Source: an optimization exercise on an open RTL-to-GDS flow (aim: small area and a short achievable clock period). Production flows keep margins and buffers that such runs may drop. Where RTL was checked, it was by simulation tests only, not by an equivalence proof against the original. Power figures rest on the tool's default switching activity, not on a simulated workload.

## job 7368
Design add_jump_cpu, start of the top module:
module add_jump_cpu (
    input               clk,
    input               rst,
    input        [15:0] value,
    input        [1:0]  dest,
    input        [1:0]  src,
    input               add,
    input               jump,
    input               prog,
    input               advance,
    output   [3:0]  pc,
    output   [15:0] o_b,
    output   [15:0] o_r0,
    output   [15:0] o_r1,
    output   [15:0] o_r2,
    output   [15:0] o_r3,
    output   [31:0] w2_dbg,
    output          asm_store_clk_dbg
);
    reg  [3:0]  pc_r;
    reg  [15:0] r0, r1, r2, r3;
    reg  [20:0] mem [0:15];
    reg  [20:0] ir;
    wire        store = prog & (add | jump);
    wire [20:0] asm_inst = {jump, src, dest, value};
    assign w2_dbg = {5'b0, {3{jump}}, 2'b0, src, 2'b0, dest, value};
    assign asm_store_clk_dbg = store;
    wire [20:0] cur = prog ? asm_inst : ir;
    wire        c_jump = cur[20];
    wire [1:0]  c_rd   = cur[17:16];
    wire [15:0] c_imm  = cur[15:0];
    wire [1:0] c_rs = prog ? src : ir[19:18];
    wire [3:0] rsel = {c_rs == 2'd3, c_rs == 2'd2, c_rs == 2'd1, c_rs == 2'd0};
    wire [15:0] b;
    genvar j;
    generate
        for (j = 0; j < 16; j = j + 1) begin : rd_b
            aj_ao4 u (.s(rsel), .d({r3[j], r2[j], r1[j], r0[j]}), .y(b[j]));
        end
    endgenerate
    wire [15:0] result;
    adder_nbits u_add (
        .a (b),
        .b (c_imm & {16{~c_jump}}),
        .s (result)
    );
    always @(posedge clk) begin
        if (rst) begin
            r0 <= 16'h0; r1 <= 16'h0; r2 <= 16'h0; r3 <= 16'h0;
        end else if (advance) begin
            case (c_rd)
                2'd0: r0 <= result;
                2'd1: r1 <= result;
                2'd2: r2 <= result;
                default: r3 <= result;
            endcase
        end
    end
    wire [3:0] pc_next = rst     ? 4'h0 :
                         advance ? (c_jump ? c_imm[3:0] : pc_r + 4'h1) :
  ...
Size: about 1200 cells after synthesis, about 140 I/O pins, ~18000 um2 of cells after synthesis.
==> module aj_ao16, before the edit <==
module aj_ao16 (
    input  [15:0] s,
    input  [15:0] d,
    output        y
);
    assign y = |(s & d);
endmodule
==> module add_jump_cpu, before the edit <==
module add_jump_cpu (
    input               clk,
    input               rst,
    input        [15:0] value,
    input        [1:0]  dest,
    input        [1:0]  src,
    input               add,
    input               jump,
    input               prog,
    input               advance,
    output   [3:0]  pc,
    output   [15:0] o_b,
    output   [15:0] o_r0,
    output   [15:0] o_r1,
    output   [15:0] o_r2,
    output   [15:0] o_r3,
    output   [31:0] w2_dbg,
    output          asm_store_clk_dbg
);
    reg  [3:0]  pc_r;
    reg  [15:0] r0, r1, r2, r3;
    reg  [20:0] mem [0:15];
    reg  [20:0] ir;
    wire        store = prog & (add | jump);
    wire [20:0] asm_inst = {jump, src, dest, value};
    assign w2_dbg = {5'b0, {3{jump}}, 2'b0, src, 2'b0, dest, value};
    assign asm_store_clk_dbg = store;
    wire [20:0] cur = prog ? asm_inst : ir;
    wire        c_jump = cur[20];
    wire [1:0]  c_rd   = cur[17:16];
    wire [15:0] c_imm  = cur[15:0];
    wire [1:0] c_rs = prog ? src : ir[19:18];
    wire [3:0] rsel = {c_rs == 2'd3, c_rs == 2'd2, c_rs == 2'd1, c_rs == 2'd0};
    wire [15:0] b;
    genvar j;
    generate
        for (j = 0; j < 16; j = j + 1) begin : rd_b
            aj_ao4 u (.s(rsel), .d({r3[j], r2[j], r1[j], r0[j]}), .y(b[j]));
        end
    endgenerate
    wire [15:0] result;
    adder_nbits u_add (
        .a (b),
        .b (c_imm & {16{~c_jump}}),
        .s (result)
    );
    always @(posedge clk) begin
        if (rst) begin
            r0 <= 16'h0; r1 <= 16'h0; r2 <= 16'h0; r3 <= 16'h0;
        end else if (advance) begin
            case (c_rd)
                2'd0: r0 <= result;
                2'd1: r1 <= result;
                2'd2: r2 <= result;
                default: r3 <= result;
            endcase
        end
    end
    wire [3:0] pc_next = rst     ? 4'h0 :
                         advance ? (c_jump ? c_imm[3:0] : pc_r + 4'h1) :
                                   pc_r;
    always @(posedge clk)
        pc_r <= pc_next;
    wire [15:0] oh_pc  = 16'h1 << pc_r;
    wire [15:0] oh_pc1 = {oh_pc[14:0], oh_pc[15]};
    wire [15:0] oh_jmp = 16'h1 << c_imm[3:0];
    wire [15:0] oh_next = rst     ? 16'h1 :
                          advance ? (c_jump ? oh_jmp : oh_pc1) :
                                    oh_pc;
    genvar w;
    generate
        for (w = 0; w < 16; w = w + 1) begin : word
            always @(posedge clk)
                if (store && oh_pc[w])
                    mem[w] <= asm_inst;
        end
    endgenerate
    wire        hit = store && (pc_next == pc_r);
    wire [20:0] mem_next;
    genvar k;
    generate
        for (k = 0; k < 21; k = k + 1) begin : rd_ir
            aj_ao16 u (.s(oh_next),
                       .d({mem[15][k], mem[14][k], mem[13][k], mem[12][k],
                           mem[11][k], mem[10][k], mem[9][k],  mem[8][k],
                           mem[7][k],  mem[6][k],  mem[5][k],  mem[4][k],
                           mem[3][k],  mem[2][k],  mem[1][k],  mem[0][k]}),
                       .y(mem_next[k]));
        end
    endgenerate
    always @(posedge clk)
        ir <= hit ? asm_inst : mem_next;
    assign pc   = pc_r;
    assign o_b  = b;
    assign o_r0 = r0;
    assign o_r1 = r1;
    assign o_r2 = r2;
    assign o_r3 = r3;
endmodule
==> flow/config.mk <==
export PLATFORM = sky130hd
export DESIGN_NAME = add_jump_cpu
export DESIGN_NICKNAME = add_jump_cpu
export VERILOG_FILES = /design/flow/design.v
export SDC_FILE = /design/flow/constraint.sdc
export NUM_CORES = 4
export LEC_CHECK = 0
export CAP_MARGIN = 20
export CORE_MARGIN = 2
export CORE_UTILIZATION = 60
export SETUP_SLACK_MARGIN = 2.3
export SLEW_MARGIN = 20
export SYNTH_HIERARCHICAL = 1
==> flow/constraint.sdc <==
create_clock -name core_clock -period 5.5 [get_ports {clk}]
set_input_delay 1.1000 -clock core_clock [delete_from_list [all_inputs] [get_ports {clk}]]
set_output_delay 1.1000 -clock core_clock [all_outputs]
set_load 0.01 [all_outputs]
standard.sh (not shown) runs the stock make flow with config.mk's settings and CLKGATE_MAP_FILE= SYNTH_SCRIPT=/design/flow/synth_recipe.tcl, a recipe that flattens the netlist after the stock synthesis.
==> flow/flow/run.sh <==
#!/bin/bash
# Standard ORFS layout with three changes: ports are buffered with a plain
# buf_2 instead of the delay cell buffer_ports picks; adders are left as plain
# gates for ABC (no half/full adder cell extraction), so ABC can build a fast
# carry tree; and the clock tree uses clkbuf_8 leaves over larger clusters,
# without dummy loads.
set -euo pipefail
bash standard.sh finish \
    "BUFFER_PORTS_ARGS=-buffer_cell sky130_fd_sc_hd__buf_2" \
    ADDER_MAP_FILE= \
    "CTS_ARGS=-sink_clustering_enable -repair_clock_nets -dont_use_dummy_load -buf_list sky130_fd_sc_hd__clkbuf_8 -sink_clustering_size 16 -sink_clustering_max_diameter 60" \
    > standard_flow.log 2>&1
Job 7368 finished end to end and its layout was clean on timing, DRC and antenna.
> inputs changed (job 7368 -> job 4666)
--- a/flow/design.v
+++ b/flow/design.v
@@ -82,14 +82,24 @@
     output       y
 );
     assign y = |(s & d);
 endmodule
+module aj_or4 (input [3:0] a, output y);
+    assign y = |a;
+endmodule
 module aj_ao16 (
     input  [15:0] s,
     input  [15:0] d,
     output        y
 );
-    assign y = |(s & d);
+    wire [3:0] q;
+    genvar i;
+    generate
+        for (i = 0; i < 4; i = i + 1) begin : quad
+            aj_ao4 u (.s(s[4*i+3:4*i]), .d(d[4*i+3:4*i]), .y(q[i]));
+        end
+    endgenerate
+    aj_or4 u_o (.a(q), .y(y));
 endmodule
 module add_jump_cpu (
     input               clk,
     input               rst,
@@ -135,19 +145,16 @@
         .a (b),
         .b (c_imm & {16{~c_jump}}),
         .s (result)
     );
+    wire [15:0] wdata = result & {16{~rst}};
+    wire [3:0]  r_en  = {4{rst}} |
+                        ({4{advance}} & {c_rd == 2'd3, c_rd == 2'd2, c_rd == 2'd1, c_rd == 2'd0});
     always @(posedge clk) begin
-        if (rst) begin
-            r0 <= 16'h0; r1 <= 16'h0; r2 <= 16'h0; r3 <= 16'h0;
-        end else if (advance) begin
-            case (c_rd)
-                2'd0: r0 <= result;
-                2'd1: r1 <= result;
-                2'd2: r2 <= result;
-                default: r3 <= result;
-            endcase
-        end
+        if (r_en[0]) r0 <= wdata;
+        if (r_en[1]) r1 <= wdata;
+        if (r_en[2]) r2 <= wdata;
+        if (r_en[3]) r3 <= wdata;
     end
     wire [3:0] pc_next = rst     ? 4'h0 :
                          advance ? (c_jump ? c_imm[3:0] : pc_r + 4'h1) :
                                    pc_r;
Findings:
- Power: job 4666 draws more than job 7368
- Between job 4666 and job 7368, it is job 4666 whose area growth from synthesis to layout is higher, by 2.8 points.
- Compared with job 7368, job 4666 shows non-clock buffer count that has gone up by more than 10%.
- What job 4666 reported for total clock buffers created by CTS has to be multiplied by 1.10 to get the figure for job 7368.
- In job 4666 relative to job 7368, via count had gone down by a few percent.
- Job 4666 reached the end of the flow, and the finished layout is clean on the timing, design-rule and antenna checks.
- [compare] base=job 7368 new=job 4666: hold slack went down by 0.033 ns; count of clock buffers in the final design fell by 3; die outline area went down about 3.6%; post-route fraction of the period consumed by the critical path went up.
- Final core area utilization: job 4666 vs job 7368 up 1.5 points
For job 4666, only the layout was checked, not whether the RTL still works.

========
add_jump_cpu, a different RTL version from the one above (not shown whole).
Size in the first run: ~1400 cells after synthesis, roughly 0.018 mm2 of cells after synthesis.
==> module aj_ob5, before the edit <==
module aj_ob5 (
    input  [3:0] s,
    input  [3:0] d,
    input        p,
    input        bin,
    output       y
);
    wire x0, x1, nb;
    aj_nor2   u_nb (.a(p), .b(bin), .y(nb));
    aj_aoi22  u_x0 (.a0(s[0]), .b0(d[0]), .a1(s[1]), .b1(d[1]), .y(x0));
    aj_aoi221 u_x1 (.a0(s[2]), .b0(d[2]), .a1(s[3]), .b1(d[3]), .c(nb), .y(x1));
    aj_nand2  u_y  (.a(x0), .b(x1), .y(y));
endmodule
==> module aj_srcdec, before the edit <==
module aj_srcdec (
    input        prog,
    input  [1:0] src,
    output [3:0] s
);
    assign s = {4{prog}} & {src == 2'd3, src == 2'd2, src == 2'd1, src == 2'd0};
endmodule
==> module add_jump_cpu, before the edit <==
module add_jump_cpu (
    input               clk,
    input               rst,
    input        [15:0] value,
    input        [1:0]  dest,
    input        [1:0]  src,
    input               add,
    input               jump,
    input               prog,
    input               advance,
    output   [3:0]  pc,
    output   [15:0] o_b,
    output   [15:0] o_r0,
    output   [15:0] o_r1,
    output   [15:0] o_r2,
    output   [15:0] o_r3,
    output   [31:0] w2_dbg,
    output          asm_store_clk_dbg
);
    reg  [3:0]  pc_r;
    reg  [15:0] r0, r1, r2, r3;
    reg  [20:0] mem [0:15];
    reg  [20:0] ir;
    wire        store = prog & (add | jump);
    wire [20:0] asm_inst = {jump, src, dest, value};
    assign w2_dbg = {5'b0, {3{jump}}, 2'b0, src, 2'b0, dest, value};
    assign asm_store_clk_dbg = store;
    wire [20:0] cur = prog ? asm_inst : ir;
    wire        c_jump = cur[20];
    wire [1:0]  c_rd   = cur[17:16];
    wire [15:0] c_imm  = cur[15:0];
    wire [3:0]  irsel = {ir[19:18] == 2'd3, ir[19:18] == 2'd2,
                         ir[19:18] == 2'd1, ir[19:18] == 2'd0};
    wire [15:0] b_ir;
    wire [15:0] b;
    wire [3:0]  ssel_lo, ssel_hi;
    wire [15:0] b_irn;
    aj_srcdec u_sdec_lo (.prog(prog), .src(src), .s(ssel_lo));
    aj_srcdec u_sdec_hi (.prog(prog), .src(src), .s(ssel_hi));
    genvar j;
    generate
        for (j = 0; j < 16; j = j + 1) begin : rd_b
            aj_ao4 u_ir (.s(irsel), .d({r3[j], r2[j], r1[j], r0[j]}), .y(b_ir[j]));
            aj_inv1 u_irn (.a(b_ir[j]), .y(b_irn[j]));
            aj_ob5 u_b  (.s(j < 8 ? ssel_lo : ssel_hi), .d({r3[j], r2[j], r1[j], r0[j]}),
                         .p(prog), .bin(b_irn[j]), .y(b[j]));
        end
    endgenerate
    wire [15:0] result;
    adder_nbits u_add (
        .a (b),
        .b (c_imm & {16{~c_jump}}),
        .s (result)
    );
    always @(posedge clk) begin
        if (rst) begin
            r0 <= 16'h0; r1 <= 16'h0; r2 <= 16'h0; r3 <= 16'h0;
        end else if (advance) begin
            case (c_rd)
                2'd0: r0 <= result;
                2'd1: r1 <= result;
                2'd2: r2 <= result;
                default: r3 <= result;
            endcase
        end
    end
    wire [3:0] pc_next = rst     ? 4'h0 :
                         advance ? (c_jump ? c_imm[3:0] : pc_r + 4'h1) :
                                   pc_r;
    always @(posedge clk)
        pc_r <= pc_next;
    wire [15:0] oh_pc  = 16'h1 << pc_r;
    wire [15:0] oh_pc1 = {oh_pc[14:0], oh_pc[15]};
    wire [15:0] oh_jmp = 16'h1 << c_imm[3:0];
    wire        nx_j, nx_q, nx_h;
    wire [15:0] oh_next;
    aj_pcctl u_pcctl (.rst(rst), .advance(advance), .prog(prog), .jump(jump),
                      .ir_jump(ir[20]), .j(nx_j), .q(nx_q), .h(nx_h));
    aj_ohn0 u_nxt0 (.j(nx_j), .a(oh_jmp[0]), .q(nx_q), .b(oh_pc1[0]),
                    .h(nx_h), .c(oh_pc[0]), .z(rst), .y(oh_next[0]));
    genvar n;
    generate
        for (n = 1; n < 16; n = n + 1) begin : nxt
            aj_ohn u (.j(nx_j), .a(oh_jmp[n]), .q(nx_q), .b(oh_pc1[n]),
                      .h(nx_h), .c(oh_pc[n]), .y(oh_next[n]));
        end
    endgenerate
    genvar w;
    generate
        for (w = 0; w < 16; w = w + 1) begin : word
            always @(posedge clk)
                if (store && oh_pc[w])
                    mem[w] <= asm_inst;
        end
    endgenerate
    wire        hit = store && (pc_next == pc_r);
    wire [20:0] mem_next;
    genvar k;
    generate
        for (k = 0; k < 21; k = k + 1) begin : rd_ir
            aj_ao16 u (.s(oh_next),
                       .d({mem[15][k], mem[14][k], mem[13][k], mem[12][k],
                           mem[11][k], mem[10][k], mem[9][k],  mem[8][k],
                           mem[7][k],  mem[6][k],  mem[5][k],  mem[4][k],
                           mem[3][k],  mem[2][k],  mem[1][k],  mem[0][k]}),
                       .y(mem_next[k]));
        end
    endgenerate
    always @(posedge clk)
        ir <= hit ? asm_inst : mem_next;
    assign pc   = pc_r;
    assign o_b  = b;
    assign o_r0 = r0;
    assign o_r1 = r1;
    assign o_r2 = r2;
    assign o_r3 = r3;
endmodule
==> flow/config.mk <==
export PLATFORM = sky130hd
export DESIGN_NAME = add_jump_cpu
export DESIGN_NICKNAME = add_jump_cpu
export VERILOG_FILES = /design/flow/design.v
export SDC_FILE = /design/flow/constraint.sdc
export NUM_CORES = 4
export LEC_CHECK = 0
export CAP_MARGIN = 20
export CORE_MARGIN = 2
export CORE_UTILIZATION = 60
export SETUP_SLACK_MARGIN = 2.3
export SLEW_MARGIN = 20
export SYNTH_HIERARCHICAL = 1
==> flow/constraint.sdc <==
create_clock -name core_clock -period 5.5 [get_ports {clk}]
set_input_delay 1.1000 -clock core_clock [delete_from_list [all_inputs] [get_ports {clk}]]
set_output_delay 1.1000 -clock core_clock [all_outputs]
set_load 0.01 [all_outputs]
==> flow/flow/run.sh <==
#!/bin/bash
# Standard ORFS layout with three changes: ports are buffered with a plain
# buf_2 instead of the delay cell buffer_ports picks; adders are left as plain
# gates for ABC (no half/full adder cell extraction), so ABC can build a fast
# carry tree; and the clock tree uses clkbuf_8 leaves over larger clusters,
# without dummy loads.
set -euo pipefail
bash standard.sh finish \
    "BUFFER_PORTS_ARGS=-buffer_cell sky130_fd_sc_hd__buf_2" \
    ADDER_MAP_FILE= MATCH_CELL_FOOTPRINT=0 \
    "CTS_ARGS=-sink_clustering_enable -repair_clock_nets -dont_use_dummy_load -buf_list sky130_fd_sc_hd__clkbuf_8 -sink_clustering_size 16 -sink_clustering_max_diameter 60" \
    > standard_flow.log 2>&1
Next try:
--- a/flow/design.v
+++ b/flow/design.v
@@ -122,26 +122,28 @@
     assign y = ~a;
 endmodule
 module aj_ob5 (
     input  [3:0] s,
     input  [3:0] d,
-    input        p,
-    input        bin,
+    input        np,
+    input        bi,
     output       y
 );
-    wire x0, x1, nb;
-    aj_nor2   u_nb (.a(p), .b(bin), .y(nb));
-    aj_aoi22  u_x0 (.a0(s[0]), .b0(d[0]), .a1(s[1]), .b1(d[1]), .y(x0));
-    aj_aoi221 u_x1 (.a0(s[2]), .b0(d[2]), .a1(s[3]), .b1(d[3]), .c(nb), .y(x1));
-    aj_nand2  u_y  (.a(x0), .b(x1), .y(y));
+    wire x0, x1, x2;
+    aj_aoi22 u_x0 (.a0(s[0]), .b0(d[0]), .a1(s[1]), .b1(d[1]), .y(x0));
+    aj_aoi22 u_x1 (.a0(s[2]), .b0(d[2]), .a1(s[3]), .b1(d[3]), .y(x1));
+    aj_nand2 u_x2 (.a(np), .b(bi), .y(x2));
+    aj_nand3 u_y  (.a(x0), .b(x1), .c(x2), .y(y));
 endmodule
 module aj_srcdec (
     input        prog,
     input  [1:0] src,
-    output [3:0] s
+    output [3:0] s,
+    output       np
 );
-    assign s = {4{prog}} & {src == 2'd3, src == 2'd2, src == 2'd1, src == 2'd0};
+    assign s  = {4{prog}} & {src == 2'd3, src == 2'd2, src == 2'd1, src == 2'd0};
+    assign np = ~prog;
 endmodule
 module aj_pcctl (
     input  rst,
     input  advance,
     input  prog,
@@ -222,20 +224,19 @@
     wire [3:0]  irsel = {ir[19:18] == 2'd3, ir[19:18] == 2'd2,
                          ir[19:18] == 2'd1, ir[19:18] == 2'd0};
     wire [15:0] b_ir;
     wire [15:0] b;
     wire [3:0]  ssel_lo, ssel_hi;
-    wire [15:0] b_irn;
-    aj_srcdec u_sdec_lo (.prog(prog), .src(src), .s(ssel_lo));
-    aj_srcdec u_sdec_hi (.prog(prog), .src(src), .s(ssel_hi));
+    wire        np_lo, np_hi;
+    aj_srcdec u_sdec_lo (.prog(prog), .src(src), .s(ssel_lo), .np(np_lo));
+    aj_srcdec u_sdec_hi (.prog(prog), .src(src), .s(ssel_hi), .np(np_hi));
     genvar j;
     generate
         for (j = 0; j < 16; j = j + 1) begin : rd_b
             aj_ao4 u_ir (.s(irsel), .d({r3[j], r2[j], r1[j], r0[j]}), .y(b_ir[j]));
-            aj_inv1 u_irn (.a(b_ir[j]), .y(b_irn[j]));
             aj_ob5 u_b  (.s(j < 8 ? ssel_lo : ssel_hi), .d({r3[j], r2[j], r1[j], r0[j]}),
-                         .p(prog), .bin(b_irn[j]), .y(b[j]));
+                         .np(j < 8 ? np_lo : np_hi), .bi(b_ir[j]), .y(b[j]));
         end
     endgenerate
     wire [15:0] result;
     adder_nbits u_add (
         .a (b),
@@ -260,21 +261,26 @@
     always @(posedge clk)
         pc_r <= pc_next;
     wire [15:0] oh_pc  = 16'h1 << pc_r;
     wire [15:0] oh_pc1 = {oh_pc[14:0], oh_pc[15]};
     wire [15:0] oh_jmp = 16'h1 << c_imm[3:0];
-    wire        nx_j, nx_q, nx_h;
+    wire [3:0]  nx_j, nx_q, nx_h;
     wire [15:0] oh_next;
-    aj_pcctl u_pcctl (.rst(rst), .advance(advance), .prog(prog), .jump(jump),
-                      .ir_jump(ir[20]), .j(nx_j), .q(nx_q), .h(nx_h));
-    aj_ohn0 u_nxt0 (.j(nx_j), .a(oh_jmp[0]), .q(nx_q), .b(oh_pc1[0]),
-                    .h(nx_h), .c(oh_pc[0]), .z(rst), .y(oh_next[0]));
+    genvar c;
+    generate
+        for (c = 0; c < 4; c = c + 1) begin : nctl
+            aj_pcctl u (.rst(rst), .advance(advance), .prog(prog), .jump(jump),
+                        .ir_jump(ir[20]), .j(nx_j[c]), .q(nx_q[c]), .h(nx_h[c]));
+        end
+    endgenerate
+    aj_ohn0 u_nxt0 (.j(nx_j[0]), .a(oh_jmp[0]), .q(nx_q[0]), .b(oh_pc1[0]),
+                    .h(nx_h[0]), .c(oh_pc[0]), .z(rst), .y(oh_next[0]));
     genvar n;
     generate
         for (n = 1; n < 16; n = n + 1) begin : nxt
-            aj_ohn u (.j(nx_j), .a(oh_jmp[n]), .q(nx_q), .b(oh_pc1[n]),
-                      .h(nx_h), .c(oh_pc[n]), .y(oh_next[n]));
+            aj_ohn u (.j(nx_j[n/4]), .a(oh_jmp[n]), .q(nx_q[n/4]), .b(oh_pc1[n]),
+                      .h(nx_h[n/4]), .c(oh_pc[n]), .y(oh_next[n]));
         end
     endgenerate
     genvar w;
     generate
         for (w = 0; w < 16; w = w + 1) begin : word
After rerunning: The changed run passed the timing, design-rule and antenna checks; final cell count came out lower by 0.51%; routed wire length stays flat; clock skew barely changes; die area is about the same; final area fell by 0.59%; total power decreases by 1.1%; combinational power went down by about 4%.
For the first run of this note, only the layout was checked, not whether the RTL still works.

[afterwards: timing with drivers on the ports]
The flow's constraints put no driver on any port. The routed layouts listed below were extracted and timed again, unchanged, in two steps.
Step 1 sets driving cells, clkbuf_16 on the clock port and buf_2 on the other inputs (assumed; they add their load-dependent delay and slew).
Step 2 also shifts input and output timing later by t, the mid clock arrival at the registers, as if the neighbouring blocks saw the same clock.
Three values: ideal, step 1, step 2; two values: the first two.
| run | shift t [ns] | setup slack, ns | worst slew at a driven data input, ns |
|---|---|---|---|
| job 7368 | 0.593 | 2.257 / 2.140 / 1.663 | 0.16 |
| job 4666 | 0.653 | 2.119 / 2.000 / 1.533 | 0.16 |
| the first run of note 2 | 0.584 | 2.164 / 2.069 / 1.676 | 0.14 |
| the second run of note 2 | 0.585 | 2.228 / 2.160 / 1.651 | 0.10 |
After both steps every run listed still meets setup and hold. For job 7368, which loses most, drivers alone change the setup slack by -0.117 ns; drivers and shift together by -0.594 ns.
